This is an optimization exercise on Yosys and OpenROAD, whose aim is small area and a short achievable clock period, not a production implementation.
The RTL was checked by simulation tests, not by an equivalence proof against the original design.

==> flow/design.v, too long to show whole: its modules and the start of the top module <==
// module mul_tree: 1425 lines
// module mul_sum: 135 lines
// module CPU: 168 lines
module CPU(out, wb_valid, wb_reg, clk, Reset, LoadInstructions, Instruction);
  // ...
==> flow/run.sh <==
#!/bin/bash
# synth_recipe.tcl (not shown) runs the flow's synth.tcl, then flattens the netlist and writes it again
# the make line also repeats each setting of config.mk as NAME=value (left out here)
make -C /OpenROAD-flow-scripts/flow DESIGN_CONFIG=/design/flow/config.mk WORK_HOME=/design/flow/orfs CLKGATE_MAP_FILE= SYNTH_SCRIPT=/design/flow/synth_recipe.tcl finish
==> flow/config.mk <==
export PLATFORM = sky130hd
export DESIGN_NAME = CPU
export DESIGN_NICKNAME = CPU
export VERILOG_FILES = /design/flow/design.v
export SDC_FILE = /design/flow/constraint.sdc
export NUM_CORES = 4
export LEC_CHECK = 0
export CAP_MARGIN = 20
export CORE_MARGIN = 2
export CORE_UTILIZATION = 40
export SLEW_MARGIN = 20
==> flow/constraint.sdc <==
create_clock -name core_clock -period 15.0 [get_ports {clk}]
set_input_delay 3.0000 -clock core_clock [delete_from_list [all_inputs] [get_ports {clk}]]
set_output_delay 3.0000 -clock core_clock [all_outputs]
set_load 0.01 [all_outputs]
==> metrics.cfg, run 1 <==
[cells_and_area]
multi_input_area_share_pct = 39.6
final_common_cell = edfxtp_1
multi_input_cells = 9626
seq_cell_count = 3515
buf_share_pct = 2.36
diodes = 20
instances_no_fill = 21400
final_layout_size_suffix_gt1_share_pct = 17.5

[yosys]
syn_area_sq_um = 192000
synth_cell_types = 93
syn-instance-count = 15200
ys_seq_elements = 3515
synthSimpleGateAreaFrac_pct = 11.4
syn_avg_cell_area_sq_um = 12.7

[global_route]
grt-busiest-layer = met2
grt_max_degree = 123
grt_use_met3_pct = 6.51

[floorplanning]
rows = 254

[critical_path]
worst-path-stages = 15
r2r_slack_ns = 6.90
r2r_start = ir[21]
crit_required_ns = 15.84
cpPeakStageDelay_ns = 0.95
slowest_stage = nor4_4

[drt]
antenna_left = 0
routed_wl_um = 694000
dr.pass1.iters = 10
route.detailed.drc = 0
drt-met1-wl_um = 264000

[sta]
hold_viol = 0
slew_headroom_pct = 9.05
skew_ns = 0.0944

[placed_design]
dp_hpwl_um = 431000

[worst_hold_path]
hold_depth = 0
hold_class = reg -> reg

[status]
status = no timing/DRC/antenna violations

[clock_network]
cts_resized = 0
clk_latency_ns = 1.02

==> module mul_sum, before the edit <==
module mul_sum(v0, v1, v2, p);
  input [63:0] v0;
  input [63:0] v1;
  input [63:0] v2;
  output [63:0] p;
  wire t1 = v0[0] ^ v1[0];
  wire t2 = v0[0] & v1[0];
  wire t3 = v0[1] ^ v1[1] ^ v2[1];
  wire t4 = (v0[1] & v1[1]) | (v0[1] & v2[1]) | (v1[1] & v2[1]);
  wire t5 = v0[2] ^ v1[2] ^ v2[2];
  wire t6 = (v0[2] & v1[2]) | (v0[2] & v2[2]) | (v1[2] & v2[2]);
  wire t7 = v0[3] ^ v1[3] ^ v2[3];
  wire t8 = (v0[3] & v1[3]) | (v0[3] & v2[3]) | (v1[3] & v2[3]);
  wire t9 = v0[4] ^ v1[4] ^ v2[4];
  wire t10 = (v0[4] & v1[4]) | (v0[4] & v2[4]) | (v1[4] & v2[4]);
  wire t11 = v0[5] ^ v1[5] ^ v2[5];
  wire t12 = (v0[5] & v1[5]) | (v0[5] & v2[5]) | (v1[5] & v2[5]);
  wire t13 = v0[6] ^ v1[6] ^ v2[6];
  wire t14 = (v0[6] & v1[6]) | (v0[6] & v2[6]) | (v1[6] & v2[6]);
  wire t15 = v0[7] ^ v1[7] ^ v2[7];
  wire t16 = (v0[7] & v1[7]) | (v0[7] & v2[7]) | (v1[7] & v2[7]);
  wire t17 = v0[8] ^ v1[8] ^ v2[8];
  wire t18 = (v0[8] & v1[8]) | (v0[8] & v2[8]) | (v1[8] & v2[8]);
  wire t19 = v0[9] ^ v1[9] ^ v2[9];
  wire t20 = (v0[9] & v1[9]) | (v0[9] & v2[9]) | (v1[9] & v2[9]);
  wire t21 = v0[10] ^ v1[10] ^ v2[10];
  wire t22 = (v0[10] & v1[10]) | (v0[10] & v2[10]) | (v1[10] & v2[10]);
  wire t23 = v0[11] ^ v1[11] ^ v2[11];
  wire t24 = (v0[11] & v1[11]) | (v0[11] & v2[11]) | (v1[11] & v2[11]);
  wire t25 = v0[12] ^ v1[12] ^ v2[12];
  wire t26 = (v0[12] & v1[12]) | (v0[12] & v2[12]) | (v1[12] & v2[12]);
  wire t27 = v0[13] ^ v1[13] ^ v2[13];
  wire t28 = (v0[13] & v1[13]) | (v0[13] & v2[13]) | (v1[13] & v2[13]);
  wire t29 = v0[14] ^ v1[14] ^ v2[14];
  wire t30 = (v0[14] & v1[14]) | (v0[14] & v2[14]) | (v1[14] & v2[14]);
  wire t31 = v0[15] ^ v1[15] ^ v2[15];
  wire t32 = (v0[15] & v1[15]) | (v0[15] & v2[15]) | (v1[15] & v2[15]);
  wire t33 = v0[16] ^ v1[16] ^ v2[16];
  wire t34 = (v0[16] & v1[16]) | (v0[16] & v2[16]) | (v1[16] & v2[16]);
  wire t35 = v0[17] ^ v1[17] ^ v2[17];
  wire t36 = (v0[17] & v1[17]) | (v0[17] & v2[17]) | (v1[17] & v2[17]);
  wire t37 = v0[18] ^ v1[18] ^ v2[18];
  wire t38 = (v0[18] & v1[18]) | (v0[18] & v2[18]) | (v1[18] & v2[18]);
  wire t39 = v0[19] ^ v1[19] ^ v2[19];
  wire t40 = (v0[19] & v1[19]) | (v0[19] & v2[19]) | (v1[19] & v2[19]);
  wire t41 = v0[20] ^ v1[20] ^ v2[20];
  wire t42 = (v0[20] & v1[20]) | (v0[20] & v2[20]) | (v1[20] & v2[20]);
  wire t43 = v0[21] ^ v1[21] ^ v2[21];
  wire t44 = (v0[21] & v1[21]) | (v0[21] & v2[21]) | (v1[21] & v2[21]);
  wire t45 = v0[22] ^ v1[22] ^ v2[22];
  wire t46 = (v0[22] & v1[22]) | (v0[22] & v2[22]) | (v1[22] & v2[22]);
  wire t47 = v0[23] ^ v1[23] ^ v2[23];
  wire t48 = (v0[23] & v1[23]) | (v0[23] & v2[23]) | (v1[23] & v2[23]);
  wire t49 = v0[24] ^ v1[24] ^ v2[24];
  wire t50 = (v0[24] & v1[24]) | (v0[24] & v2[24]) | (v1[24] & v2[24]);
  wire t51 = v0[25] ^ v1[25] ^ v2[25];
  wire t52 = (v0[25] & v1[25]) | (v0[25] & v2[25]) | (v1[25] & v2[25]);
  wire t53 = v0[26] ^ v1[26] ^ v2[26];
  wire t54 = (v0[26] & v1[26]) | (v0[26] & v2[26]) | (v1[26] & v2[26]);
  wire t55 = v0[27] ^ v1[27] ^ v2[27];
  wire t56 = (v0[27] & v1[27]) | (v0[27] & v2[27]) | (v1[27] & v2[27]);
  wire t57 = v0[28] ^ v1[28] ^ v2[28];
  wire t58 = (v0[28] & v1[28]) | (v0[28] & v2[28]) | (v1[28] & v2[28]);
  wire t59 = v0[29] ^ v1[29] ^ v2[29];
  wire t60 = (v0[29] & v1[29]) | (v0[29] & v2[29]) | (v1[29] & v2[29]);
  wire t61 = v0[30] ^ v1[30] ^ v2[30];
  wire t62 = (v0[30] & v1[30]) | (v0[30] & v2[30]) | (v1[30] & v2[30]);
  wire t63 = v0[31] ^ v1[31] ^ v2[31];
  wire t64 = (v0[31] & v1[31]) | (v0[31] & v2[31]) | (v1[31] & v2[31]);
  wire t65 = v0[32] ^ v1[32] ^ v2[32];
  wire t66 = (v0[32] & v1[32]) | (v0[32] & v2[32]) | (v1[32] & v2[32]);
  wire t67 = v0[33] ^ v1[33] ^ v2[33];
  wire t68 = (v0[33] & v1[33]) | (v0[33] & v2[33]) | (v1[33] & v2[33]);
  wire t69 = v0[34] ^ v1[34] ^ v2[34];
  wire t70 = (v0[34] & v1[34]) | (v0[34] & v2[34]) | (v1[34] & v2[34]);
  wire t71 = v0[35] ^ v1[35] ^ v2[35];
  wire t72 = (v0[35] & v1[35]) | (v0[35] & v2[35]) | (v1[35] & v2[35]);
  wire t73 = v0[36] ^ v1[36] ^ v2[36];
  wire t74 = (v0[36] & v1[36]) | (v0[36] & v2[36]) | (v1[36] & v2[36]);
  wire t75 = v0[37] ^ v1[37] ^ v2[37];
  wire t76 = (v0[37] & v1[37]) | (v0[37] & v2[37]) | (v1[37] & v2[37]);
  wire t77 = v0[38] ^ v1[38] ^ v2[38];
  wire t78 = (v0[38] & v1[38]) | (v0[38] & v2[38]) | (v1[38] & v2[38]);
  wire t79 = v0[39] ^ v1[39] ^ v2[39];
  wire t80 = (v0[39] & v1[39]) | (v0[39] & v2[39]) | (v1[39] & v2[39]);
  wire t81 = v0[40] ^ v1[40] ^ v2[40];
  wire t82 = (v0[40] & v1[40]) | (v0[40] & v2[40]) | (v1[40] & v2[40]);
  wire t83 = v0[41] ^ v1[41] ^ v2[41];
  wire t84 = (v0[41] & v1[41]) | (v0[41] & v2[41]) | (v1[41] & v2[41]);
  wire t85 = v0[42] ^ v1[42] ^ v2[42];
  wire t86 = (v0[42] & v1[42]) | (v0[42] & v2[42]) | (v1[42] & v2[42]);
  wire t87 = v0[43] ^ v1[43] ^ v2[43];
  wire t88 = (v0[43] & v1[43]) | (v0[43] & v2[43]) | (v1[43] & v2[43]);
  wire t89 = v0[44] ^ v1[44] ^ v2[44];
  wire t90 = (v0[44] & v1[44]) | (v0[44] & v2[44]) | (v1[44] & v2[44]);
  wire t91 = v0[45] ^ v1[45] ^ v2[45];
  wire t92 = (v0[45] & v1[45]) | (v0[45] & v2[45]) | (v1[45] & v2[45]);
  wire t93 = v0[46] ^ v1[46] ^ v2[46];
  wire t94 = (v0[46] & v1[46]) | (v0[46] & v2[46]) | (v1[46] & v2[46]);
  wire t95 = v0[47] ^ v1[47] ^ v2[47];
  wire t96 = (v0[47] & v1[47]) | (v0[47] & v2[47]) | (v1[47] & v2[47]);
  wire t97 = v0[48] ^ v1[48] ^ v2[48];
  wire t98 = (v0[48] & v1[48]) | (v0[48] & v2[48]) | (v1[48] & v2[48]);
  wire t99 = v0[49] ^ v1[49] ^ v2[49];
  wire t100 = (v0[49] & v1[49]) | (v0[49] & v2[49]) | (v1[49] & v2[49]);
  wire t101 = v0[50] ^ v1[50] ^ v2[50];
  wire t102 = (v0[50] & v1[50]) | (v0[50] & v2[50]) | (v1[50] & v2[50]);
  wire t103 = v0[51] ^ v1[51] ^ v2[51];
  wire t104 = (v0[51] & v1[51]) | (v0[51] & v2[51]) | (v1[51] & v2[51]);
  wire t105 = v0[52] ^ v1[52] ^ v2[52];
  wire t106 = (v0[52] & v1[52]) | (v0[52] & v2[52]) | (v1[52] & v2[52]);
  wire t107 = v0[53] ^ v1[53] ^ v2[53];
  wire t108 = (v0[53] & v1[53]) | (v0[53] & v2[53]) | (v1[53] & v2[53]);
  wire t109 = v0[54] ^ v1[54] ^ v2[54];
  wire t110 = (v0[54] & v1[54]) | (v0[54] & v2[54]) | (v1[54] & v2[54]);
  wire t111 = v0[55] ^ v1[55] ^ v2[55];
  wire t112 = (v0[55] & v1[55]) | (v0[55] & v2[55]) | (v1[55] & v2[55]);
  wire t113 = v0[56] ^ v1[56] ^ v2[56];
  wire t114 = (v0[56] & v1[56]) | (v0[56] & v2[56]) | (v1[56] & v2[56]);
  wire t115 = v0[57] ^ v1[57] ^ v2[57];
  wire t116 = (v0[57] & v1[57]) | (v0[57] & v2[57]) | (v1[57] & v2[57]);
  wire t117 = v0[58] ^ v1[58] ^ v2[58];
  wire t118 = (v0[58] & v1[58]) | (v0[58] & v2[58]) | (v1[58] & v2[58]);
  wire t119 = v0[59] ^ v1[59] ^ v2[59];
  wire t120 = (v0[59] & v1[59]) | (v0[59] & v2[59]) | (v1[59] & v2[59]);
  wire t121 = v0[60] ^ v1[60] ^ v2[60];
  wire t122 = (v0[60] & v1[60]) | (v0[60] & v2[60]) | (v1[60] & v2[60]);
  wire t123 = v0[61] ^ v1[61] ^ v2[61];
  wire t124 = (v0[61] & v1[61]) | (v0[61] & v2[61]) | (v1[61] & v2[61]);
  wire t125 = v0[62] ^ v1[62] ^ v2[62];
  wire t126 = (v0[62] & v1[62]) | (v0[62] & v2[62]) | (v1[62] & v2[62]);
  wire t127 = v0[63] ^ v1[63] ^ v2[63];
  wire t128 = (v0[63] & v1[63]) | (v0[63] & v2[63]) | (v1[63] & v2[63]);
  assign p = {t126, t124, t122, t120, t118, t116, t114, t112, t110, t108, t106, t104, t102, t100, t98, t96, t94, t92, t90, t88, t86, t84, t82, t80, t78, t76, t74, t72, t70, t68, t66, t64, t62, t60, t58, t56, t54, t52, t50, t48, t46, t44, t42, t40, t38, t36, t34, t32, t30, t28, t26, t24, t22, t20, t18, t16, t14, t12, t10, t8, t6, t4, t2, t1} + {t127, t125, t123, t121, t119, t117, t115, t113, t111, t109, t107, t105, t103, t101, t99, t97, t95, t93, t91, t89, t87, t85, t83, t81, t79, t77, t75, t73, t71, t69, t67, t65, t63, t61, t59, t57, t55, t53, t51, t49, t47, t45, t43, t41, t39, t37, t35, t33, t31, t29, t27, t25, t23, t21, t19, t17, t15, t13, t11, t9, t7, t5, t3, v2[0]};
endmodule
==> module CPU, before the edit <==
module CPU(out, wb_valid, wb_reg, clk, Reset, LoadInstructions, Instruction);
output [31:0] out;
output wb_valid;
output [4:0] wb_reg;
input Reset, LoadInstructions, clk;
input [31:0] Instruction;
integer i;
reg [4:0]  pc, la;                  
reg [31:0] imem [0:31];
reg [31:0] ir;                      
reg [4:0]  ifpc;                    
reg [31:0] ex_a, ex_b;
reg [15:0] ex_imm;
reg [4:0]  ex_dest, ex_sh;
reg        ex_rw, ex_mr, ex_mw, ex_m2r, ex_hle;
reg        ex_and, ex_or, ex_add, ex_sub, ex_slt, ex_sll, ex_srl, ex_lui, ex_hi, ex_lo;
reg        ex_fa_m, ex_fa_w;        
reg        ex_fb_m, ex_fb_w, ex_bimm;
reg [31:0] mem_alu, mem_sd;
reg [4:0]  mem_dest;
reg        mem_rw, mem_mw, mem_m2r;
reg [31:0] wb_data;
reg [4:0]  wb_dest;
reg        wb_rw, wb_v;
reg [31:0] rf [1:31];
reg [31:0] dmem [0:31];
reg [63:0] hl0, hl1, hl2;           
assign out = wb_data;
assign wb_reg = wb_dest;
assign wb_valid = wb_v;
wire [4:0]  faddr = LoadInstructions ? la : pc;
wire [31:0] finstr = imem[faddr];
always @(posedge clk)
	if (LoadInstructions) imem[la] <= Instruction;
always @(posedge clk)
	la <= Reset ? 5'd0 : la + 5'd1;
wire [5:0] op = ir[31:26];
wire [4:0] rs = ir[25:21];
wire [4:0] rt = ir[20:16];
wire [4:0] rd = ir[15:11];
wire [5:0] fn = ir[5:0];
wire isI   = (op == 6'd8) | (op == 6'd10) | (op == 6'd12) | (op == 6'd13) | (op == 6'd15);
wire isLW  = (op == 6'd35);
wire isSW  = (op == 6'd43);
wire isBEQ = (op == 6'd4);
wire isBNE = (op == 6'd5);
wire isJ   = (op == 6'd2);
wire isR   = ~(isI | isLW | isSW | isBEQ | isBNE | isJ);
wire op0   = (op == 6'd0);
wire [31:0] rfa = rf[rs];
wire [31:0] rfb = rf[rt];
wire [31:0] rda = (rs == 5'd0) ? 32'd0 : (rs == wb_dest) ? wb_data : rfa;
wire [31:0] rdb = (rt == 5'd0) ? 32'd0 : (rt == wb_dest) ? wb_data : rfb;
wire eq = (rda == rdb);
wire taken = (isBEQ & eq) | (isBNE & ~eq);
wire flush = taken | isJ;
wire hazard = ex_mr & ((ex_dest == rs) | (ex_dest == rt));
wire [4:0] pc_inc = pc + 5'd1;
wire [4:0] pc_next = isJ ? ir[4:0] : taken ? (ifpc + ir[4:0]) : pc_inc;
always @(posedge clk)
	if (Reset) pc <= 5'd0;
	else if (~hazard) pc <= pc_next;
always @(posedge clk)
	if (Reset | flush) begin
		ir <= 32'd0;
		ifpc <= 5'd0;
	end else if (~hazard) begin
		ir <= finstr;
		ifpc <= pc_inc;
	end
wire fadd = (fn == 6'd32) | (fn == 6'd33) | (~op0 & ((fn == 6'd16) | (fn == 6'd18)));
wire fsub = (fn == 6'd34) | (fn == 6'd35);
wire d_add = (isR & fadd) | (op == 6'd8) | isLW | isSW | isJ;
wire d_sub = (isR & fsub) | isBEQ | isBNE;
wire d_and = (isR & (fn == 6'd36)) | (op == 6'd12);
wire d_or  = (isR & (fn == 6'd37)) | (op == 6'd13);
wire d_slt = (isR & (fn == 6'd42)) | (op == 6'd10);
wire d_sll = isR & (fn == 6'd0);
wire d_srl = isR & (fn == 6'd2);
wire d_lui = (op == 6'd15);
wire d_hi  = op0 & (fn == 6'd16);
wire d_lo  = op0 & (fn == 6'd18);
wire d_hle = op0 & (fn == 6'd24);
wire d_rw  = isR | isI | isLW;
wire [4:0] d_dest = isR ? rd : rt;
wire fa_m = ex_rw & (ex_dest == rs);
wire fa_w = mem_rw & (mem_dest == rs);
wire fb_m = ex_rw & (ex_dest == rt);
wire fb_w = mem_rw & (mem_dest == rt);
wire bimm = isI | isLW | isSW;
always @(posedge clk) begin
	ex_a   <= rda;
	ex_b   <= rdb;
	ex_imm <= ir[15:0];
	ex_sh  <= ir[10:6];
	ex_and <= d_and; ex_or <= d_or; ex_add <= d_add; ex_sub <= d_sub;
	ex_slt <= d_slt; ex_sll <= d_sll; ex_srl <= d_srl; ex_lui <= d_lui;
	ex_hi  <= d_hi;  ex_lo <= d_lo;
	ex_bimm <= bimm;
	ex_fa_m <= fa_m; ex_fa_w <= fa_w & ~fa_m;
	ex_fb_m <= fb_m; ex_fb_w <= fb_w & ~fb_m;
	ex_m2r <= isLW;
	if (Reset | hazard) begin
		ex_dest <= 5'd0;
		ex_rw <= 1'b0; ex_mr <= 1'b0; ex_mw <= 1'b0; ex_hle <= 1'b0;
	end else begin
		ex_dest <= d_dest;
		ex_rw <= d_rw; ex_mr <= isLW; ex_mw <= isSW; ex_hle <= d_hle;
	end
end
wire [31:0] fwa = ex_fa_m ? mem_alu : ex_fa_w ? wb_data : ex_a;
wire [31:0] fwb = ex_fb_m ? mem_alu : ex_fb_w ? wb_data : ex_b;
wire [31:0] immx = {{16{ex_imm[15]}}, ex_imm};
wire [31:0] opb = ex_bimm ? immx : fwb;
wire        subm = ex_sub | ex_slt;
wire [31:0] sum = fwa + (opb ^ {32{subm}}) + {31'd0, subm};
wire        lt = (fwa[31] ^ opb[31]) ? fwa[31] : sum[31];
wire [63:0] pv0, pv1, pv2, hlsum;
mul_tree mt(.a(fwa), .b(fwb), .v0(pv0), .v1(pv1), .v2(pv2));
mul_sum  ms(.v0(hl0), .v1(hl1), .v2(hl2), .p(hlsum));
wire [31:0] res =
	({32{ex_and}} & (fwa & opb)) |
	({32{ex_or}}  & (fwa | opb)) |
	({32{ex_add | ex_sub}} & sum) |
	({32{ex_slt}} & {31'd0, lt}) |
	({32{ex_sll}} & (opb << ex_sh)) |
	({32{ex_srl}} & (opb >> ex_sh)) |
	({32{ex_lui}} & {ex_imm, 16'd0}) |
	({32{ex_hi}}  & hlsum[63:32]) |
	({32{ex_lo}}  & hlsum[31:0]);
always @(posedge clk)
	if (Reset) begin
		hl0 <= 64'd0; hl1 <= 64'd0; hl2 <= 64'd0;
	end else if (ex_hle) begin
		hl0 <= pv0; hl1 <= pv1; hl2 <= pv2;
	end
always @(posedge clk) begin
	mem_alu <= res;
	mem_sd  <= ex_b;
	mem_m2r <= ex_m2r;
	if (Reset) begin
		mem_dest <= 5'd0; mem_rw <= 1'b0; mem_mw <= 1'b0;
	end else begin
		mem_dest <= ex_dest; mem_rw <= ex_rw; mem_mw <= ex_mw;
	end
end
wire [31:0] mrd = dmem[mem_alu[4:0]];
always @(posedge clk)
	if (Reset) begin
		for (i = 0; i < 32; i = i + 1)
			dmem[i] <= i;
	end else if (mem_mw)
		dmem[mem_alu[4:0]] <= mem_sd;
always @(posedge clk) begin
	wb_data <= mem_m2r ? mrd : mem_alu;
	if (Reset) begin
		wb_dest <= 5'd0; wb_rw <= 1'b0; wb_v <= 1'b0;
	end else begin
		wb_dest <= mem_dest; wb_rw <= mem_rw; wb_v <= mem_rw & (mem_dest != 5'd0);
	end
end
always @(posedge clk)
	if (Reset) begin
		for (i = 1; i < 32; i = i + 1)
			rf[i] <= 32'd0;
	end else if (wb_rw & (wb_dest != 5'd0))
		rf[wb_dest] <= wb_data;
endmodule
==> run 2: changes to the inputs <==
--- a/flow/design.v
+++ b/flow/design.v
@@ -1,8 +1,9 @@
-module mul_tree(a, b, v0, v1, v2);
+module mul_tree(a, b, v0, v1, v2, v3);
   input [31:0] a, b;
   output [63:0] v0;
   output [63:0] v1;
   output [63:0] v2;
+  output [63:0] v3;
   wire t1 = b[0] ^ 1'b0;
   wire t2 = (b[1] & ~b[0] & ~1'b0) | (~b[1] & b[0] & 1'b0);
   wire t3 = ((t1 & a[0]) | (t2 & 1'b0)) ^ b[1];
@@ -1307,126 +1308,16 @@
   wire t1302 = (t468 & t501) | (t468 & t535) | (t501 & t535);
   wire t1303 = t502 ^ t536;
   wire t1304 = t502 & t536;
-  wire t1305 = t7 ^ t41;
-  wire t1306 = t7 & t41;
-  wire t1307 = t8 ^ t42;
-  wire t1308 = t8 & t42;
-  wire t1309 = t1105 ^ t77 ^ t111;
-  wire t1310 = (t1105 & t77) | (t1105 & t111) | (t77 & t111);
-  wire t1311 = t1106 ^ t1107 ^ t78;
-  wire t1312 = (t1106 & t1107) | (t1106 & t78) | (t1107 & t78);
-  wire t1313 = t1108 ^ t1109 ^ t1111;
-  wire t1314 = (t1108 & t1109) | (t1108 & t1111) | (t1109 & t1111);
-  wire t1315 = t1110 ^ t1112 ^ t1113;
-  wire t1316 = (t1110 & t1112) | (t1110 & t1113) | (t1112 & t1113);
-  wire t1317 = t1114 ^ t1116 ^ t1117;
-  wire t1318 = (t1114 & t1116) | (t1114 & t1117) | (t1116 & t1117);
-  wire t1319 = t1118 ^ t1120 ^ t1121;
-  wire t1320 = (t1118 & t1120) | (t1118 & t1121) | (t1120 & t1121);
-  wire t1321 = t1122 ^ t1124 ^ t1125;
-  wire t1322 = (t1122 & t1124) | (t1122 & t1125) | (t1124 & t1125);
-  wire t1323 = t1126 ^ t1128 ^ t1129;
-  wire t1324 = (t1126 & t1128) | (t1126 & t1129) | (t1128 & t1129);
-  wire t1325 = t1130 ^ t1132 ^ t1133;
-  wire t1326 = (t1130 & t1132) | (t1130 & t1133) | (t1132 & t1133);
-  wire t1327 = t1134 ^ t1136 ^ t1137;
-  wire t1328 = (t1134 & t1136) | (t1134 & t1137) | (t1136 & t1137);
-  wire t1329 = t1138 ^ t1140 ^ t1141;
-  wire t1330 = (t1138 & t1140) | (t1138 & t1141) | (t1140 & t1141);
-  wire t1331 = t1142 ^ t1144 ^ t1145;
-  wire t1332 = (t1142 & t1144) | (t1142 & t1145) | (t1144 & t1145);
-  wire t1333 = t1146 ^ t1148 ^ t1149;
-  wire t1334 = (t1146 & t1148) | (t1146 & t1149) | (t1148 & t1149);
-  wire t1335 = t1150 ^ t1152 ^ t1153;
-  wire t1336 = (t1150 & t1152) | (t1150 & t1153) | (t1152 & t1153);
-  wire t1337 = t1154 ^ t1156 ^ t1157;
-  wire t1338 = (t1154 & t1156) | (t1154 & t1157) | (t1156 & t1157);
-  wire t1339 = t1158 ^ t1160 ^ t1161;
-  wire t1340 = (t1158 & t1160) | (t1158 & t1161) | (t1160 & t1161);
-  wire t1341 = t1162 ^ t1164 ^ t1165;
-  wire t1342 = (t1162 & t1164) | (t1162 & t1165) | (t1164 & t1165);
-  wire t1343 = t1166 ^ t1168 ^ t1169;
-  wire t1344 = (t1166 & t1168) | (t1166 & t1169) | (t1168 & t1169);
-  wire t1345 = t1170 ^ t1172 ^ t1173;
-  wire t1346 = (t1170 & t1172) | (t1170 & t1173) | (t1172 & t1173);
-  wire t1347 = t1174 ^ t1176 ^ t1177;
-  wire t1348 = (t1174 & t1176) | (t1174 & t1177) | (t1176 & t1177);
-  wire t1349 = t1178 ^ t1180 ^ t1181;
-  wire t1350 = (t1178 & t1180) | (t1178 & t1181) | (t1180 & t1181);
-  wire t1351 = t1182 ^ t1184 ^ t1185;
-  wire t1352 = (t1182 & t1184) | (t1182 & t1185) | (t1184 & t1185);
-  wire t1353 = t1186 ^ t1188 ^ t1189;
-  wire t1354 = (t1186 & t1188) | (t1186 & t1189) | (t1188 & t1189);
-  wire t1355 = t1190 ^ t1192 ^ t1193;
-  wire t1356 = (t1190 & t1192) | (t1190 & t1193) | (t1192 & t1193);
-  wire t1357 = t1194 ^ t1196 ^ t1197;
-  wire t1358 = (t1194 & t1196) | (t1194 & t1197) | (t1196 & t1197);
-  wire t1359 = t1198 ^ t1200 ^ t1201;
-  wire t1360 = (t1198 & t1200) | (t1198 & t1201) | (t1200 & t1201);
-  wire t1361 = t1202 ^ t1204 ^ t1205;
-  wire t1362 = (t1202 & t1204) | (t1202 & t1205) | (t1204 & t1205);
-  wire t1363 = t1206 ^ t1208 ^ t1209;
-  wire t1364 = (t1206 & t1208) | (t1206 & t1209) | (t1208 & t1209);
-  wire t1365 = t1210 ^ t1212 ^ t1213;
-  wire t1366 = (t1210 & t1212) | (t1210 & t1213) | (t1212 & t1213);
-  wire t1367 = t1214 ^ t1216 ^ t1217;
-  wire t1368 = (t1214 & t1216) | (t1214 & t1217) | (t1216 & t1217);
-  wire t1369 = t1218 ^ t1220 ^ t1221;
-  wire t1370 = (t1218 & t1220) | (t1218 & t1221) | (t1220 & t1221);
-  wire t1371 = t1222 ^ t1224 ^ t1225;
-  wire t1372 = (t1222 & t1224) | (t1222 & t1225) | (t1224 & t1225);
-  wire t1373 = t1226 ^ t1228 ^ t1229;
-  wire t1374 = (t1226 & t1228) | (t1226 & t1229) | (t1228 & t1229);
-  wire t1375 = t1230 ^ t1232 ^ t1233;
-  wire t1376 = (t1230 & t1232) | (t1230 & t1233) | (t1232 & t1233);
-  wire t1377 = t1234 ^ t1236 ^ t1237;
-  wire t1378 = (t1234 & t1236) | (t1234 & t1237) | (t1236 & t1237);
-  wire t1379 = t1238 ^ t1240 ^ t1241;
-  wire t1380 = (t1238 & t1240) | (t1238 & t1241) | (t1240 & t1241);
-  wire t1381 = t1242 ^ t1244 ^ t1245;
-  wire t1382 = (t1242 & t1244) | (t1242 & t1245) | (t1244 & t1245);
-  wire t1383 = t1246 ^ t1248 ^ t1249;
-  wire t1384 = (t1246 & t1248) | (t1246 & t1249) | (t1248 & t1249);
-  wire t1385 = t1250 ^ t1252 ^ t1253;
-  wire t1386 = (t1250 & t1252) | (t1250 & t1253) | (t1252 & t1253);
-  wire t1387 = t1254 ^ t1256 ^ t1257;
-  wire t1388 = (t1254 & t1256) | (t1254 & t1257) | (t1256 & t1257);
-  wire t1389 = t1258 ^ t1260 ^ t1261;
-  wire t1390 = (t1258 & t1260) | (t1258 & t1261) | (t1260 & t1261);
-  wire t1391 = t1262 ^ t1264 ^ t1265;
-  wire t1392 = (t1262 & t1264) | (t1262 & t1265) | (t1264 & t1265);
-  wire t1393 = t1266 ^ t1268 ^ t1269;
-  wire t1394 = (t1266 & t1268) | (t1266 & t1269) | (t1268 & t1269);
-  wire t1395 = t1270 ^ t1272 ^ t1273;
-  wire t1396 = (t1270 & t1272) | (t1270 & t1273) | (t1272 & t1273);
-  wire t1397 = t1274 ^ t1276 ^ t1277;
-  wire t1398 = (t1274 & t1276) | (t1274 & t1277) | (t1276 & t1277);
-  wire t1399 = t1278 ^ t1280 ^ t1281;
-  wire t1400 = (t1278 & t1280) | (t1278 & t1281) | (t1280 & t1281);
-  wire t1401 = t1282 ^ t1284 ^ t1285;
-  wire t1402 = (t1282 & t1284) | (t1282 & t1285) | (t1284 & t1285);
-  wire t1403 = t1286 ^ t1288 ^ t1289;
-  wire t1404 = (t1286 & t1288) | (t1286 & t1289) | (t1288 & t1289);
-  wire t1405 = t1290 ^ t1292 ^ t1293;
-  wire t1406 = (t1290 & t1292) | (t1290 & t1293) | (t1292 & t1293);
-  wire t1407 = t1294 ^ t1296 ^ t1297;
-  wire t1408 = (t1294 & t1296) | (t1294 & t1297) | (t1296 & t1297);
-  wire t1409 = t1298 ^ t1300 ^ t1301;
-  wire t1410 = (t1298 & t1300) | (t1298 & t1301) | (t1300 & t1301);
-  wire t1411 = t1302 ^ t1303 ^ t570;
-  wire t1412 = (t1302 & t1303) | (t1302 & t570) | (t1303 & t570);
-  wire t1413 = t1304 ^ t504 ^ t537;
-  wire t1414 = (t1304 & t504) | (t1304 & t537) | (t504 & t537);
-  wire t1415 = t538 ^ t572;
-  wire t1416 = t538 & t572;
-  assign v0 = {1'b1, t576, t574, t1416, t1414, t1412, t1410, t1408, t1406, t1404, t1402, t1400, t1398, t1396, t1394, t1392, t1390, t1388, t1386, t1384, t1382, t1380, t1378, t1376, t1374, t1372, t1370, t1368, t1366, t1364, t1362, t1360, t1358, t1356, t1354, t1352, t1350, t1348, t1346, t1344, t1342, t1340, t1338, t1336, t1334, t1332, t1330, t1328, t1326, t1324, t1322, t1320, t1318, t1316, t1314, t1312, t1310, t1308, t1306, t1305, t6, t5, t4, t3};
-  assign v1 = {1'b0, 1'b0, 1'b1, t540, t1415, t1413, t1411, t1409, t1407, t1405, t1403, t1401, t1399, t1397, t1395, t1393, t1391, t1389, t1387, t1385, t1383, t1381, t1379, t1377, t1375, t1373, t1371, t1369, t1367, t1365, t1363, t1361, t1359, t1357, t1355, t1353, t1351, t1349, t1347, t1345, t1343, t1341, t1339, t1337, t1335, t1333, t1331, t1329, t1327, t1325, t1323, t1321, t1319, t1317, t1315, t1313, t1311, t1309, t1307, t75, t40, t39, 1'b0, b[1]};
-  assign v2 = {1'b0, 1'b0, 1'b0, t573, 1'b1, t571, 1'b1, t569, t1299, t1295, t1291, t1287, t1283, t1279, t1275, t1271, t1267, t1263, t1259, t1255, t1251, t1247, t1243, t1239, t1235, t1231, t1227, t1223, t1219, t1215, t1211, t1207, t1203, t1199, t1195, t1191, t1187, t1183, t1179, t1175, t1171, t1167, t1163, t1159, t1155, t1151, t1147, t1143, t1139, t1135, t1131, t1127, t1123, t1119, t1115, b[9], t112, b[7], t76, b[5], 1'b0, b[3], 1'b0, 1'b0};
+  assign v0 = {1'b1, t576, t574, t540, t538, t1304, t1302, t1298, t1294, t1290, t1286, t1282, t1278, t1274, t1270, t1266, t1262, t1258, t1254, t1250, t1246, t1242, t1238, t1234, t1230, t1226, t1222, t1218, t1214, t1210, t1206, t1202, t1198, t1194, t1190, t1186, t1182, t1178, t1174, t1170, t1166, t1162, t1158, t1154, t1150, t1146, t1142, t1138, t1134, t1130, t1126, t1122, t1118, t1114, t1110, t1108, t1106, t1105, t8, t7, t6, t5, t4, t3};
+  assign v1 = {1'b0, 1'b0, 1'b1, t573, t572, t504, t1303, t1300, t1296, t1292, t1288, t1284, t1280, t1276, t1272, t1268, t1264, t1260, t1256, t1252, t1248, t1244, t1240, t1236, t1232, t1228, t1224, t1220, t1216, t1212, t1208, t1204, t1200, t1196, t1192, t1188, t1184, t1180, t1176, t1172, t1168, t1164, t1160, t1156, t1152, t1148, t1144, t1140, t1136, t1132, t1128, t1124, t1120, t1116, t1112, t1109, t1107, t77, t42, t41, t40, t39, 1'b0, b[1]};
+  assign v2 = {1'b0, 1'b0, 1'b0, 1'b0, 1'b1, t537, t570, t1301, t1297, t1293, t1289, t1285, t1281, t1277, t1273, t1269, t1265, t1261, t1257, t1253, t1249, t1245, t1241, t1237, t1233, t1229, t1225, t1221, t1217, t1213, t1209, t1205, t1201, t1197, t1193, t1189, t1185, t1181, t1177, t1173, t1169, t1165, t1161, t1157, t1153, t1149, t1145, t1141, t1137, t1133, t1129, t1125, t1121, t1117, t1113, t1111, t78, t111, t76, t75, 1'b0, b[3], 1'b0, 1'b0};
+  assign v3 = {1'b0, 1'b0, 1'b0, 1'b0, 1'b0, t571, 1'b1, t569, t1299, t1295, t1291, t1287, t1283, t1279, t1275, t1271, t1267, t1263, t1259, t1255, t1251, t1247, t1243, t1239, t1235, t1231, t1227, t1223, t1219, t1215, t1211, t1207, t1203, t1199, t1195, t1191, t1187, t1183, t1179, t1175, t1171, t1167, t1163, t1159, t1155, t1151, t1147, t1143, t1139, t1135, t1131, t1127, t1123, t1119, t1115, b[9], t112, b[7], 1'b0, b[5], 1'b0, 1'b0, 1'b0, 1'b0};
 endmodule
-module mul_sum(v0, v1, v2, p);
+module mul_sum(v0, v1, v2, v3, p);
   input [63:0] v0;
   input [63:0] v1;
   input [63:0] v2;
+  input [63:0] v3;
   output [63:0] p;
   wire t1 = v0[0] ^ v1[0];
   wire t2 = v0[0] & v1[0];
@@ -1556,7 +1447,135 @@
   wire t126 = (v0[62] & v1[62]) | (v0[62] & v2[62]) | (v1[62] & v2[62]);
   wire t127 = v0[63] ^ v1[63] ^ v2[63];
   wire t128 = (v0[63] & v1[63]) | (v0[63] & v2[63]) | (v1[63] & v2[63]);
-  assign p = {t126, t124, t122, t120, t118, t116, t114, t112, t110, t108, t106, t104, t102, t100, t98, t96, t94, t92, t90, t88, t86, t84, t82, t80, t78, t76, t74, t72, t70, t68, t66, t64, t62, t60, t58, t56, t54, t52, t50, t48, t46, t44, t42, t40, t38, t36, t34, t32, t30, t28, t26, t24, t22, t20, t18, t16, t14, t12, t10, t8, t6, t4, t2, t1} + {t127, t125, t123, t121, t119, t117, t115, t113, t111, t109, t107, t105, t103, t101, t99, t97, t95, t93, t91, t89, t87, t85, t83, t81, t79, t77, t75, t73, t71, t69, t67, t65, t63, t61, t59, t57, t55, t53, t51, t49, t47, t45, t43, t41, t39, t37, t35, t33, t31, t29, t27, t25, t23, t21, t19, t17, t15, t13, t11, t9, t7, t5, t3, v2[0]};
+  wire t129 = t1 ^ v2[0];
+  wire t130 = t1 & v2[0];
+  wire t131 = t2 ^ t3 ^ v3[1];
+  wire t132 = (t2 & t3) | (t2 & v3[1]) | (t3 & v3[1]);
+  wire t133 = t4 ^ t5 ^ v3[2];
+  wire t134 = (t4 & t5) | (t4 & v3[2]) | (t5 & v3[2]);
+  wire t135 = t6 ^ t7 ^ v3[3];
+  wire t136 = (t6 & t7) | (t6 & v3[3]) | (t7 & v3[3]);
+  wire t137 = t8 ^ t9 ^ v3[4];
+  wire t138 = (t8 & t9) | (t8 & v3[4]) | (t9 & v3[4]);
+  wire t139 = t10 ^ t11 ^ v3[5];
+  wire t140 = (t10 & t11) | (t10 & v3[5]) | (t11 & v3[5]);
+  wire t141 = t12 ^ t13 ^ v3[6];
+  wire t142 = (t12 & t13) | (t12 & v3[6]) | (t13 & v3[6]);
+  wire t143 = t14 ^ t15 ^ v3[7];
+  wire t144 = (t14 & t15) | (t14 & v3[7]) | (t15 & v3[7]);
+  wire t145 = t16 ^ t17 ^ v3[8];
+  wire t146 = (t16 & t17) | (t16 & v3[8]) | (t17 & v3[8]);
+  wire t147 = t18 ^ t19 ^ v3[9];
+  wire t148 = (t18 & t19) | (t18 & v3[9]) | (t19 & v3[9]);
+  wire t149 = t20 ^ t21 ^ v3[10];
+  wire t150 = (t20 & t21) | (t20 & v3[10]) | (t21 & v3[10]);
+  wire t151 = t22 ^ t23 ^ v3[11];
+  wire t152 = (t22 & t23) | (t22 & v3[11]) | (t23 & v3[11]);
+  wire t153 = t24 ^ t25 ^ v3[12];
+  wire t154 = (t24 & t25) | (t24 & v3[12]) | (t25 & v3[12]);
+  wire t155 = t26 ^ t27 ^ v3[13];
+  wire t156 = (t26 & t27) | (t26 & v3[13]) | (t27 & v3[13]);
+  wire t157 = t28 ^ t29 ^ v3[14];
+  wire t158 = (t28 & t29) | (t28 & v3[14]) | (t29 & v3[14]);
+  wire t159 = t30 ^ t31 ^ v3[15];
+  wire t160 = (t30 & t31) | (t30 & v3[15]) | (t31 & v3[15]);
+  wire t161 = t32 ^ t33 ^ v3[16];
+  wire t162 = (t32 & t33) | (t32 & v3[16]) | (t33 & v3[16]);
+  wire t163 = t34 ^ t35 ^ v3[17];
+  wire t164 = (t34 & t35) | (t34 & v3[17]) | (t35 & v3[17]);
+  wire t165 = t36 ^ t37 ^ v3[18];
+  wire t166 = (t36 & t37) | (t36 & v3[18]) | (t37 & v3[18]);
+  wire t167 = t38 ^ t39 ^ v3[19];
+  wire t168 = (t38 & t39) | (t38 & v3[19]) | (t39 & v3[19]);
+  wire t169 = t40 ^ t41 ^ v3[20];
+  wire t170 = (t40 & t41) | (t40 & v3[20]) | (t41 & v3[20]);
+  wire t171 = t42 ^ t43 ^ v3[21];
+  wire t172 = (t42 & t43) | (t42 & v3[21]) | (t43 & v3[21]);
+  wire t173 = t44 ^ t45 ^ v3[22];
+  wire t174 = (t44 & t45) | (t44 & v3[22]) | (t45 & v3[22]);
+  wire t175 = t46 ^ t47 ^ v3[23];
+  wire t176 = (t46 & t47) | (t46 & v3[23]) | (t47 & v3[23]);
+  wire t177 = t48 ^ t49 ^ v3[24];
+  wire t178 = (t48 & t49) | (t48 & v3[24]) | (t49 & v3[24]);
+  wire t179 = t50 ^ t51 ^ v3[25];
+  wire t180 = (t50 & t51) | (t50 & v3[25]) | (t51 & v3[25]);
+  wire t181 = t52 ^ t53 ^ v3[26];
+  wire t182 = (t52 & t53) | (t52 & v3[26]) | (t53 & v3[26]);
+  wire t183 = t54 ^ t55 ^ v3[27];
+  wire t184 = (t54 & t55) | (t54 & v3[27]) | (t55 & v3[27]);
+  wire t185 = t56 ^ t57 ^ v3[28];
+  wire t186 = (t56 & t57) | (t56 & v3[28]) | (t57 & v3[28]);
+  wire t187 = t58 ^ t59 ^ v3[29];
+  wire t188 = (t58 & t59) | (t58 & v3[29]) | (t59 & v3[29]);
+  wire t189 = t60 ^ t61 ^ v3[30];
+  wire t190 = (t60 & t61) | (t60 & v3[30]) | (t61 & v3[30]);
+  wire t191 = t62 ^ t63 ^ v3[31];
+  wire t192 = (t62 & t63) | (t62 & v3[31]) | (t63 & v3[31]);
+  wire t193 = t64 ^ t65 ^ v3[32];
+  wire t194 = (t64 & t65) | (t64 & v3[32]) | (t65 & v3[32]);
+  wire t195 = t66 ^ t67 ^ v3[33];
+  wire t196 = (t66 & t67) | (t66 & v3[33]) | (t67 & v3[33]);
+  wire t197 = t68 ^ t69 ^ v3[34];
+  wire t198 = (t68 & t69) | (t68 & v3[34]) | (t69 & v3[34]);
+  wire t199 = t70 ^ t71 ^ v3[35];
+  wire t200 = (t70 & t71) | (t70 & v3[35]) | (t71 & v3[35]);
+  wire t201 = t72 ^ t73 ^ v3[36];
+  wire t202 = (t72 & t73) | (t72 & v3[36]) | (t73 & v3[36]);
+  wire t203 = t74 ^ t75 ^ v3[37];
+  wire t204 = (t74 & t75) | (t74 & v3[37]) | (t75 & v3[37]);
+  wire t205 = t76 ^ t77 ^ v3[38];
+  wire t206 = (t76 & t77) | (t76 & v3[38]) | (t77 & v3[38]);
+  wire t207 = t78 ^ t79 ^ v3[39];
+  wire t208 = (t78 & t79) | (t78 & v3[39]) | (t79 & v3[39]);
+  wire t209 = t80 ^ t81 ^ v3[40];
+  wire t210 = (t80 & t81) | (t80 & v3[40]) | (t81 & v3[40]);
+  wire t211 = t82 ^ t83 ^ v3[41];
+  wire t212 = (t82 & t83) | (t82 & v3[41]) | (t83 & v3[41]);
+  wire t213 = t84 ^ t85 ^ v3[42];
+  wire t214 = (t84 & t85) | (t84 & v3[42]) | (t85 & v3[42]);
+  wire t215 = t86 ^ t87 ^ v3[43];
+  wire t216 = (t86 & t87) | (t86 & v3[43]) | (t87 & v3[43]);
+  wire t217 = t88 ^ t89 ^ v3[44];
+  wire t218 = (t88 & t89) | (t88 & v3[44]) | (t89 & v3[44]);
+  wire t219 = t90 ^ t91 ^ v3[45];
+  wire t220 = (t90 & t91) | (t90 & v3[45]) | (t91 & v3[45]);
+  wire t221 = t92 ^ t93 ^ v3[46];
+  wire t222 = (t92 & t93) | (t92 & v3[46]) | (t93 & v3[46]);
+  wire t223 = t94 ^ t95 ^ v3[47];
+  wire t224 = (t94 & t95) | (t94 & v3[47]) | (t95 & v3[47]);
+  wire t225 = t96 ^ t97 ^ v3[48];
+  wire t226 = (t96 & t97) | (t96 & v3[48]) | (t97 & v3[48]);
+  wire t227 = t98 ^ t99 ^ v3[49];
+  wire t228 = (t98 & t99) | (t98 & v3[49]) | (t99 & v3[49]);
+  wire t229 = t100 ^ t101 ^ v3[50];
+  wire t230 = (t100 & t101) | (t100 & v3[50]) | (t101 & v3[50]);
+  wire t231 = t102 ^ t103 ^ v3[51];
+  wire t232 = (t102 & t103) | (t102 & v3[51]) | (t103 & v3[51]);
+  wire t233 = t104 ^ t105 ^ v3[52];
+  wire t234 = (t104 & t105) | (t104 & v3[52]) | (t105 & v3[52]);
+  wire t235 = t106 ^ t107 ^ v3[53];
+  wire t236 = (t106 & t107) | (t106 & v3[53]) | (t107 & v3[53]);
+  wire t237 = t108 ^ t109 ^ v3[54];
+  wire t238 = (t108 & t109) | (t108 & v3[54]) | (t109 & v3[54]);
+  wire t239 = t110 ^ t111 ^ v3[55];
+  wire t240 = (t110 & t111) | (t110 & v3[55]) | (t111 & v3[55]);
+  wire t241 = t112 ^ t113 ^ v3[56];
+  wire t242 = (t112 & t113) | (t112 & v3[56]) | (t113 & v3[56]);
+  wire t243 = t114 ^ t115 ^ v3[57];
+  wire t244 = (t114 & t115) | (t114 & v3[57]) | (t115 & v3[57]);
+  wire t245 = t116 ^ t117 ^ v3[58];
+  wire t246 = (t116 & t117) | (t116 & v3[58]) | (t117 & v3[58]);
+  wire t247 = t118 ^ t119 ^ v3[59];
+  wire t248 = (t118 & t119) | (t118 & v3[59]) | (t119 & v3[59]);
+  wire t249 = t120 ^ t121 ^ v3[60];
+  wire t250 = (t120 & t121) | (t120 & v3[60]) | (t121 & v3[60]);
+  wire t251 = t122 ^ t123 ^ v3[61];
+  wire t252 = (t122 & t123) | (t122 & v3[61]) | (t123 & v3[61]);
+  wire t253 = t124 ^ t125 ^ v3[62];
+  wire t254 = (t124 & t125) | (t124 & v3[62]) | (t125 & v3[62]);
+  wire t255 = t126 ^ t127 ^ v3[63];
+  wire t256 = (t126 & t127) | (t126 & v3[63]) | (t127 & v3[63]);
+  assign p = {t254, t252, t250, t248, t246, t244, t242, t240, t238, t236, t234, t232, t230, t228, t226, t224, t222, t220, t218, t216, t214, t212, t210, t208, t206, t204, t202, t200, t198, t196, t194, t192, t190, t188, t186, t184, t182, t180, t178, t176, t174, t172, t170, t168, t166, t164, t162, t160, t158, t156, t154, t152, t150, t148, t146, t144, t142, t140, t138, t136, t134, t132, t130, t129} + {t255, t253, t251, t249, t247, t245, t243, t241, t239, t237, t235, t233, t231, t229, t227, t225, t223, t221, t219, t217, t215, t213, t211, t209, t207, t205, t203, t201, t199, t197, t195, t193, t191, t189, t187, t185, t183, t181, t179, t177, t175, t173, t171, t169, t167, t165, t163, t161, t159, t157, t155, t153, t151, t149, t147, t145, t143, t141, t139, t137, t135, t133, t131, v3[0]};
 endmodule
 module CPU(out, wb_valid, wb_reg, clk, Reset, LoadInstructions, Instruction);
 output [31:0] out;
@@ -1564,34 +1583,75 @@
 output [4:0] wb_reg;
 input Reset, LoadInstructions, clk;
 input [31:0] Instruction;
-integer i;
+integer k;
+genvar g;
 reg [4:0]  pc, la;                  
-reg [31:0] imem [0:31];
+reg [31:0] pc_oh;                   
 reg [31:0] ir;                      
 reg [4:0]  ifpc;                    
+reg [31:1] sa, sb;                  
 reg [31:0] ex_a, ex_b;
 reg [15:0] ex_imm;
 reg [4:0]  ex_dest, ex_sh;
 reg        ex_rw, ex_mr, ex_mw, ex_m2r, ex_hle;
 reg        ex_and, ex_or, ex_add, ex_sub, ex_slt, ex_sll, ex_srl, ex_lui, ex_hi, ex_lo;
-reg        ex_fa_m, ex_fa_w;        
-reg        ex_fb_m, ex_fb_w, ex_bimm;
-reg [31:0] mem_alu, mem_sd;
+reg        ex_fa_m, ex_fa_w, ex_fa_r;       
+reg        ex_fb_m, ex_fb_w, ex_fb_r, ex_fb_i;
+reg        ex_ma_m, ex_ma_w, ex_ma_r;       
+reg        ex_mb_m, ex_mb_w, ex_mb_r;
+reg [31:0] mem_alu;
 reg [4:0]  mem_dest;
-reg        mem_rw, mem_mw, mem_m2r;
+reg        mem_rw, mem_m2r;
 reg [31:0] wb_data;
 reg [4:0]  wb_dest;
 reg        wb_rw, wb_v;
-reg [31:0] rf [1:31];
-reg [31:0] dmem [0:31];
-reg [63:0] hl0, hl1, hl2;           
-assign out = wb_data;
-assign wb_reg = wb_dest;
+reg [31:0] out_q;                   
+reg [4:0]  wb_reg_q;                
+reg [31:1] rv;                      
+reg [31:0] dv;                      
+reg        hlv;                     
+reg [63:0] hl0, hl1, hl2, hl3;      
+assign out = out_q;
+assign wb_reg = wb_reg_q;
 assign wb_valid = wb_v;
-wire [4:0]  faddr = LoadInstructions ? la : pc;
-wire [31:0] finstr = imem[faddr];
-always @(posedge clk)
-	if (LoadInstructions) imem[la] <= Instruction;
+wire [31:0] la_oh = 32'd1 << la;
+wire [31:0] wd_oh = 32'd1 << wb_dest;
+wire [31:0] ma_oh = 32'd1 << mem_alu[4:0];
+wire [4:0]  st_addr;                 
+wire [31:0] st_oh = 32'd1 << st_addr;
+wire [31:1] rf_we = {31{wb_rw}} & wd_oh[31:1];
+wire [31:0] dm_we = {32{ex_mw}} & st_oh;
+wire [32*32-1:0] im_q, dm_q;
+wire [32*32-1:0] rf_q;
+assign rf_q[31:0] = 32'd0;
+generate for (g = 0; g < 32; g = g + 1) begin : M
+	reg [31:0] im, dm;
+	always @(posedge clk)
+		if (LoadInstructions & la_oh[g]) im <= Instruction;
+	always @(posedge clk)
+		if (dm_we[g]) dm <= ex_b;
+	assign im_q[32*g +: 32] = im;
+	assign dm_q[32*g +: 32] = dm;
+end endgenerate
+generate for (g = 1; g < 32; g = g + 1) begin : R
+	reg [31:0] r;
+	always @(posedge clk)
+		if (rf_we[g]) r <= wb_data;
+	assign rf_q[32*g +: 32] = r;
+end endgenerate
+wire [31:1] rv_next = Reset ? 31'd0 : (rv | rf_we);
+always @(posedge clk) begin
+	rv <= rv_next;
+	dv <= Reset ? 32'd0 : (dv | dm_we);
+	hlv <= Reset ? 1'b0 : (hlv | ex_hle);
+end
+wire [31:0] f_oh = LoadInstructions ? la_oh : pc_oh;
+reg  [31:0] finstr;
+always @(*) begin
+	finstr = 32'd0;
+	for (k = 0; k < 32; k = k + 1)
+		finstr = finstr | ({32{f_oh[k]}} & im_q[32*k +: 32]);
+end
 always @(posedge clk)
 	la <= Reset ? 5'd0 : la + 5'd1;
 wire [5:0] op = ir[31:26];
@@ -1607,26 +1667,54 @@
 wire isJ   = (op == 6'd2);
 wire isR   = ~(isI | isLW | isSW | isBEQ | isBNE | isJ);
 wire op0   = (op == 6'd0);
-wire [31:0] rfa = rf[rs];
-wire [31:0] rfb = rf[rt];
-wire [31:0] rda = (rs == 5'd0) ? 32'd0 : (rs == wb_dest) ? wb_data : rfa;
-wire [31:0] rdb = (rt == 5'd0) ? 32'd0 : (rt == wb_dest) ? wb_data : rfb;
+reg [31:0] rfa, rfb;
+always @(*) begin
+	rfa = 32'd0;
+	rfb = 32'd0;
+	for (k = 1; k < 32; k = k + 1) begin
+		rfa = rfa | ({32{sa[k]}} & rf_q[32*k +: 32]);
+		rfb = rfb | ({32{sb[k]}} & rf_q[32*k +: 32]);
+	end
+end
+wire wta = (rs == wb_dest) & (rs != 5'd0);
+wire wtb = (rt == wb_dest) & (rt != 5'd0);
+wire [31:0] rda = wta ? wb_data : rfa;
+wire [31:0] rdb = wtb ? wb_data : rfb;
 wire eq = (rda == rdb);
 wire taken = (isBEQ & eq) | (isBNE & ~eq);
 wire flush = taken | isJ;
 wire hazard = ex_mr & ((ex_dest == rs) | (ex_dest == rt));
-wire [4:0] pc_inc = pc + 5'd1;
-wire [4:0] pc_next = isJ ? ir[4:0] : taken ? (ifpc + ir[4:0]) : pc_inc;
+wire [4:0]  pc_inc = pc + 5'd1;
+wire [4:0]  br_tgt = ifpc + ir[4:0];
+wire [31:0] br_oh = 32'd1 << br_tgt;
+wire [31:0] j_oh = 32'd1 << ir[4:0];
+wire [4:0]  pc_next = isJ ? ir[4:0] : taken ? br_tgt : pc_inc;
+wire [31:0] pc_oh_next = isJ ? j_oh : taken ? br_oh : {pc_oh[30:0], pc_oh[31]};
 always @(posedge clk)
-	if (Reset) pc <= 5'd0;
-	else if (~hazard) pc <= pc_next;
+	if (Reset) begin
+		pc <= 5'd0;
+		pc_oh <= 32'd1;
+	end else if (~hazard) begin
+		pc <= pc_next;
+		pc_oh <= pc_oh_next;
+	end
+wire [4:0]  rs_next = hazard ? rs : finstr[25:21];
+wire [4:0]  rt_next = hazard ? rt : finstr[20:16];
+wire [31:0] rs_oh_next = 32'd1 << rs_next;
+wire [31:0] rt_oh_next = 32'd1 << rt_next;
 always @(posedge clk)
 	if (Reset | flush) begin
 		ir <= 32'd0;
 		ifpc <= 5'd0;
-	end else if (~hazard) begin
-		ir <= finstr;
-		ifpc <= pc_inc;
+		sa <= 31'd0;
+		sb <= 31'd0;
+	end else begin
+		if (~hazard) begin
+			ir <= finstr;
+			ifpc <= pc_inc;
+		end
+		sa <= rs_oh_next[31:1] & rv_next;
+		sb <= rt_oh_next[31:1] & rv_next;
 	end
 wire fadd = (fn == 6'd32) | (fn == 6'd33) | (~op0 & ((fn == 6'd16) | (fn == 6'd18)));
 wire fsub = (fn == 6'd34) | (fn == 6'd35);
@@ -1638,15 +1726,16 @@
 wire d_sll = isR & (fn == 6'd0);
 wire d_srl = isR & (fn == 6'd2);
 wire d_lui = (op == 6'd15);
-wire d_hi  = op0 & (fn == 6'd16);
-wire d_lo  = op0 & (fn == 6'd18);
+wire hl_ok = hlv | ex_hle;           
+wire d_hi  = op0 & (fn == 6'd16) & hl_ok;
+wire d_lo  = op0 & (fn == 6'd18) & hl_ok;
 wire d_hle = op0 & (fn == 6'd24);
 wire d_rw  = isR | isI | isLW;
 wire [4:0] d_dest = isR ? rd : rt;
 wire fa_m = ex_rw & (ex_dest == rs);
-wire fa_w = mem_rw & (mem_dest == rs);
+wire fa_w = ~fa_m & mem_rw & (mem_dest == rs);
 wire fb_m = ex_rw & (ex_dest == rt);
-wire fb_w = mem_rw & (mem_dest == rt);
+wire fb_w = ~fb_m & mem_rw & (mem_dest == rt);
 wire bimm = isI | isLW | isSW;
 always @(posedge clk) begin
 	ex_a   <= rda;
@@ -1656,9 +1745,11 @@
 	ex_and <= d_and; ex_or <= d_or; ex_add <= d_add; ex_sub <= d_sub;
 	ex_slt <= d_slt; ex_sll <= d_sll; ex_srl <= d_srl; ex_lui <= d_lui;
 	ex_hi  <= d_hi;  ex_lo <= d_lo;
-	ex_bimm <= bimm;
-	ex_fa_m <= fa_m; ex_fa_w <= fa_w & ~fa_m;
-	ex_fb_m <= fb_m; ex_fb_w <= fb_w & ~fb_m;
+	ex_fa_m <= fa_m; ex_fa_w <= fa_w; ex_fa_r <= ~(fa_m | fa_w);
+	ex_fb_i <= bimm;
+	ex_fb_m <= ~bimm & fb_m; ex_fb_w <= ~bimm & fb_w; ex_fb_r <= ~bimm & ~(fb_m | fb_w);
+	ex_ma_m <= d_hle & fa_m; ex_ma_w <= d_hle & fa_w; ex_ma_r <= d_hle & ~(fa_m | fa_w);
+	ex_mb_m <= d_hle & fb_m; ex_mb_w <= d_hle & fb_w; ex_mb_r <= d_hle & ~(fb_m | fb_w);
 	ex_m2r <= isLW;
 	if (Reset | hazard) begin
 		ex_dest <= 5'd0;
@@ -1668,61 +1759,64 @@
 		ex_rw <= d_rw; ex_mr <= isLW; ex_mw <= isSW; ex_hle <= d_hle;
 	end
 end
-wire [31:0] fwa = ex_fa_m ? mem_alu : ex_fa_w ? wb_data : ex_a;
-wire [31:0] fwb = ex_fb_m ? mem_alu : ex_fb_w ? wb_data : ex_b;
-wire [31:0] immx = {{16{ex_imm[15]}}, ex_imm};
-wire [31:0] opb = ex_bimm ? immx : fwb;
+wire [31:0] fwa = ({32{ex_fa_m}} & mem_alu) | ({32{ex_fa_w}} & wb_data) | ({32{ex_fa_r}} & ex_a);
+wire [31:0] opb = ({32{ex_fb_m}} & mem_alu) | ({32{ex_fb_w}} & wb_data) | ({32{ex_fb_r}} & ex_b) |
+                  ({32{ex_fb_i}} & {{16{ex_imm[15]}}, ex_imm});
+wire [31:0] mua = ({32{ex_ma_m}} & mem_alu) | ({32{ex_ma_w}} & wb_data) | ({32{ex_ma_r}} & ex_a);
+wire [31:0] mub = ({32{ex_mb_m}} & mem_alu) | ({32{ex_mb_w}} & wb_data) | ({32{ex_mb_r}} & ex_b);
+assign st_addr = fwa[4:0] + ex_imm[4:0];
 wire        subm = ex_sub | ex_slt;
 wire [31:0] sum = fwa + (opb ^ {32{subm}}) + {31'd0, subm};
 wire        lt = (fwa[31] ^ opb[31]) ? fwa[31] : sum[31];
-wire [63:0] pv0, pv1, pv2, hlsum;
-mul_tree mt(.a(fwa), .b(fwb), .v0(pv0), .v1(pv1), .v2(pv2));
-mul_sum  ms(.v0(hl0), .v1(hl1), .v2(hl2), .p(hlsum));
+wire [31:0] opb_r, shl, shr;
+generate for (g = 0; g < 32; g = g + 1) begin : REV
+	assign opb_r[g] = opb[31 - g];
+	assign shr[g] = shl[31 - g];
+end endgenerate
+wire [31:0] shin = ex_srl ? opb_r : opb;
+assign shl = shin << ex_sh;
+wire [63:0] pv0, pv1, pv2, pv3, hlsum;
+mul_tree mt(.a(mua), .b(mub), .v0(pv0), .v1(pv1), .v2(pv2), .v3(pv3));
+mul_sum  ms(.v0(hl0), .v1(hl1), .v2(hl2), .v3(hl3), .p(hlsum));
 wire [31:0] res =
 	({32{ex_and}} & (fwa & opb)) |
 	({32{ex_or}}  & (fwa | opb)) |
 	({32{ex_add | ex_sub}} & sum) |
 	({32{ex_slt}} & {31'd0, lt}) |
-	({32{ex_sll}} & (opb << ex_sh)) |
-	({32{ex_srl}} & (opb >> ex_sh)) |
+	({32{ex_sll}} & shl) |
+	({32{ex_srl}} & shr) |
 	({32{ex_lui}} & {ex_imm, 16'd0}) |
 	({32{ex_hi}}  & hlsum[63:32]) |
 	({32{ex_lo}}  & hlsum[31:0]);
 always @(posedge clk)
-	if (Reset) begin
-		hl0 <= 64'd0; hl1 <= 64'd0; hl2 <= 64'd0;
-	end else if (ex_hle) begin
-		hl0 <= pv0; hl1 <= pv1; hl2 <= pv2;
+	if (ex_hle) begin
+		hl0 <= pv0; hl1 <= pv1; hl2 <= pv2; hl3 <= pv3;
 	end
 always @(posedge clk) begin
 	mem_alu <= res;
-	mem_sd  <= ex_b;
 	mem_m2r <= ex_m2r;
 	if (Reset) begin
-		mem_dest <= 5'd0; mem_rw <= 1'b0; mem_mw <= 1'b0;
+		mem_dest <= 5'd0; mem_rw <= 1'b0;
 	end else begin
-		mem_dest <= ex_dest; mem_rw <= ex_rw; mem_mw <= ex_mw;
+		mem_dest <= ex_dest; mem_rw <= ex_rw;
 	end
 end
-wire [31:0] mrd = dmem[mem_alu[4:0]];
-always @(posedge clk)
-	if (Reset) begin
-		for (i = 0; i < 32; i = i + 1)
-			dmem[i] <= i;
-	end else if (mem_mw)
-		dmem[mem_alu[4:0]] <= mem_sd;
+wire [31:0] dsel = ma_oh & dv;
+reg  [31:0] mrd_w;
+always @(*) begin
+	mrd_w = 32'd0;
+	for (k = 0; k < 32; k = k + 1)
+		mrd_w = mrd_w | ({32{dsel[k]}} & dm_q[32*k +: 32]);
+end
+wire [31:0] mrd = mrd_w | {27'd0, (dsel == 32'd0) ? mem_alu[4:0] : 5'd0};
 always @(posedge clk) begin
 	wb_data <= mem_m2r ? mrd : mem_alu;
+	out_q <= Reset ? 32'd0 : (mem_m2r ? mrd : mem_alu);
+	wb_reg_q <= mem_dest;
 	if (Reset) begin
 		wb_dest <= 5'd0; wb_rw <= 1'b0; wb_v <= 1'b0;
 	end else begin
 		wb_dest <= mem_dest; wb_rw <= mem_rw; wb_v <= mem_rw & (mem_dest != 5'd0);
 	end
 end
-always @(posedge clk)
-	if (Reset) begin
-		for (i = 1; i < 32; i = i + 1)
-			rf[i] <= 32'd0;
-	end else if (wb_rw & (wb_dest != 5'd0))
-		rf[wb_dest] <= wb_data;
 endmodule
--- a/flow/config.mk
+++ b/flow/config.mk
@@ -8,4 +8,6 @@
 export CAP_MARGIN = 20
 export CORE_MARGIN = 2
 export CORE_UTILIZATION = 40
+export CTS_CLUSTER_DIAMETER = 80
+export CTS_CLUSTER_SIZE = 25
 export SLEW_MARGIN = 20
==> run 2 against run 1 <==
Net effect:
- global-route usage is 6.3 points higher
- fmax is 12% higher
- final cell count is 10% lower
- non-clock buffer count is 1 higher
- sequential share of layout area is 9.1 points higher
- largest cell class unchanged
- final area is 11% lower
- first-iteration DRC count is 49% higher
- die area is 9.5% lower
==> metrics.cfg, run 2 <==
[status]
status = no timing/DRC/antenna violations  ; unchanged

[critical_path]
r2r_start = ir[16]  ; was ir[21]
rr_worst_depth = 13  ; was 15
crit_start = LoadInstructions  ; was ir[21]
cp_data_arrival_time_ns = 8.07  ; was 8.94 ns
cp_max_fo = 33  ; was 94
crit_required_ns = 15.86  ; was 15.84 ns

[worst_hold_path]
hold_class = reg -> reg  ; unchanged
hp-start = ex_m2r  ; unchanged
hold_depth = 0  ; unchanged

[cells_and_area]
final_area_sq_um = 189000  ; was 212000 sq um
fin_nets = 13900  ; was 15200
area_growth_pct = 8.47  ; was 10.4%
final_layout_size_suffix_gt1_share_pct = 8.97  ; was 17.5%
top_regs = M.dm: 1024 flops, M.im: 1024 flops, R.r: 992 flops  ; was dmem: 1024 flops, imem: 1024 flops, rf: 1024 flops
final_util_pct = 43.5  ; was 44.4%
num-fill-cells = 39300  ; was 42900
final_common_cell = edfxtp_1  ; unchanged

[drt]
first_iter_violations = 30000  ; was 20100
dr.pass1.iters = 17  ; was 10
antenna_left = 0  ; unchanged
route.detailed.drc = 0  ; unchanged
routed_wl_um = 781000  ; was 694000 um

[sta]
setup_viol = 0  ; unchanged
period_needed_ns = 7.21  ; was 8.10 ns
period_share_pct = 48.0  ; was 54.0%
rsz0062_at_grt = no  ; unchanged
fin_ws_ns = 7.79  ; was 6.90 ns
hold_viol = 0  ; unchanged
slew_headroom_pct = 9.09  ; was 9.05%
worst_pin_slew_ns = 1.36  ; was 1.33 ns
hold_slack_ns = 0.262  ; was 0.324 ns
skew_ns = 0.103  ; was 0.0944 ns
fmax_ghz = 0.139  ; was 0.123 GHz

[yosys]
synth_common_cells = edfxtp_1, a22oi_1, clkbuf_1  ; was edfxtp_1, and2_1, clkbuf_1
synthTopCellsByArea = edfxtp_1, a22oi_1, dfxtp_1  ; was edfxtp_1, mux4_2, and2_1
syn_area_sq_um = 174000  ; was 192000 sq um
ys_seq_elements = 3705  ; was 3515
synth_top_area_share_pct = 56.5  ; was 47.9%
syn-instance-count = 13700  ; was 15200
synth_top_area_cell = edfxtp_1  ; unchanged
synth_ff_type = edfxtp_1  ; unchanged
synth_edf_count = 3272  ; was 3072
syn_avg_cell_area_sq_um = 12.7  ; about the same
synth_cell_types = 87  ; was 93
async_flop_share_pct = 0  ; unchanged
synth_warnings = 1  ; unchanged

[clock_network]
htree_levels = 4  ; was 5
cts-root-buf = clkbuf_16  ; unchanged
clk_latency_ns = 1.03  ; was 1.02 ns
cts.path.max_buffers = 4  ; unchanged
cts_resized = 0  ; unchanged
cts_setup_buffers = 0  ; unchanged
ctsHoldBuffers = 0  ; unchanged

[run]
cap_viol_max_count = 0  ; unchanged

[floorplanning]
core_sq_um = 434000  ; was 479000 sq um
die_w_um = 663  ; was 698 um
rows = 242  ; was 254
dieArea_sq_um = 440000  ; was 487000 sq um
initial_utilization_pct = 40.1  ; was 40.2%

[global_route]
grt_max_degree = 163  ; was 123
grt_pass1_vias = 129000  ; about the same
antenna_found_initial = 63  ; was 48
overflow = 0  ; unchanged

[placed_design]
dp_hpwl_um = 454000  ; was 431000 um
port-buffer-count = 72  ; unchanged
placed_area_sq_um = 182000  ; was 200000 sq um
pre_cts_slack_ns = 6.97  ; was 6.81 ns

-- run 2: per-layer routing --
layer	part of all wire, %	track usage [%]	wire length [um]	vias to the layer above
li1	-	-	-	53700
met1	34	43.6	267000	69000
met2	41	49.2	322000	14300
met3	16	11.8	126000	3578
met4	8.4	21.1	65300	48
met5	0.069	0.423	539	-
-- run 2: worst max-delay path: stages --
cell and delay [ns]:
buf_2 0.76, nand3_1 0.73, nor2_4 0.22, buf_4 0.66
a21o_2 0.17, buf_4 0.57, a221oi_1 0.18, nand4_1 0.15
nor3_1 0.08, a21oi_1 0.29, nand4b_1 0.70, nor4_1 0.52
-- run 2: final timing paths --
check	slack, ns	endpoint
max	7.79	sb[27]
min	0.26	mem_m2r
max reg2reg	7.80	sb[27]
min reg2reg	0.26	mem_m2r
-- run 2: layout make-up --
cell class / count / share of cell area, %
Clock buffer: 305 / 2.79
Tap cell: 5734 / 3.80
Antenna cell: 48 / 0.0637
Timing Repair Buffer: 627 / 2.58
Clock inverter: 48 / 0.414
Sequential cell: 3705 / 56.7
Multi-Input combinational cell: 8354 / 32.8
Inverter: 390 / 0.776
-- run 2: stage by stage --
| step | std cells |
|---|---|
| 2_1_floorplan | 13700 |
| 3_3_place_gp | 18800 |
| 3_5_place_dp | 18800 |
| 4_1_cts | 19200 |
| 5_1_grt | 19200 |
| 6_report | 19200 |
-- run 2: logic make-up (layout without fill, tap and decap cells) --
kind of cell | count (synthesis) | count (layout) | share of synthesized area (%)
buffers and inverters | 1684 | 1370 | 3.69
DFF | 3705 | 3705 | 61.5
xor gates and xnor gates | 212 | 212 | 1.07
adders and majority gates | 588 | 588 | 6.04
and+or+nand+nor | 2586 | 2586 | 7.20
AOI/OAI and AO/OA | 4861 | 4861 | 19.7
muxes | 107 | 107 | 0.834
other | 0 | 48 | 0

[what the ideal ports hide]
How much do the figures lean on ideal ports? The routed layouts below were timed once more, with nothing changed but the port constraints.
Step 1 sets driving cells, clkbuf_16 on the clock port and buf_2 on the other inputs (assumed; they add their load-dependent delay and slew).
Step 2, shift: input delay + t, output delay - t, t = (earliest + latest rising clock arrival at the registers) / 2. This alone moves slack from input paths to output paths.
Three values: ideal ports, drivers, drivers and shift; two values: the first two.
run	shift t [ns]	setup slack, ns	clock arrival spread, ns
run 1	1.091	6.902 / 6.902 / 6.902	0.099 / 0.100
run 2	1.095	7.795 / 7.692 / 6.596	0.103 / 0.103
After both steps every run listed still meets setup and hold. The setup slack of run 2, which loses most, moves by -0.103 ns with the drivers and by -1.199 ns with both steps.
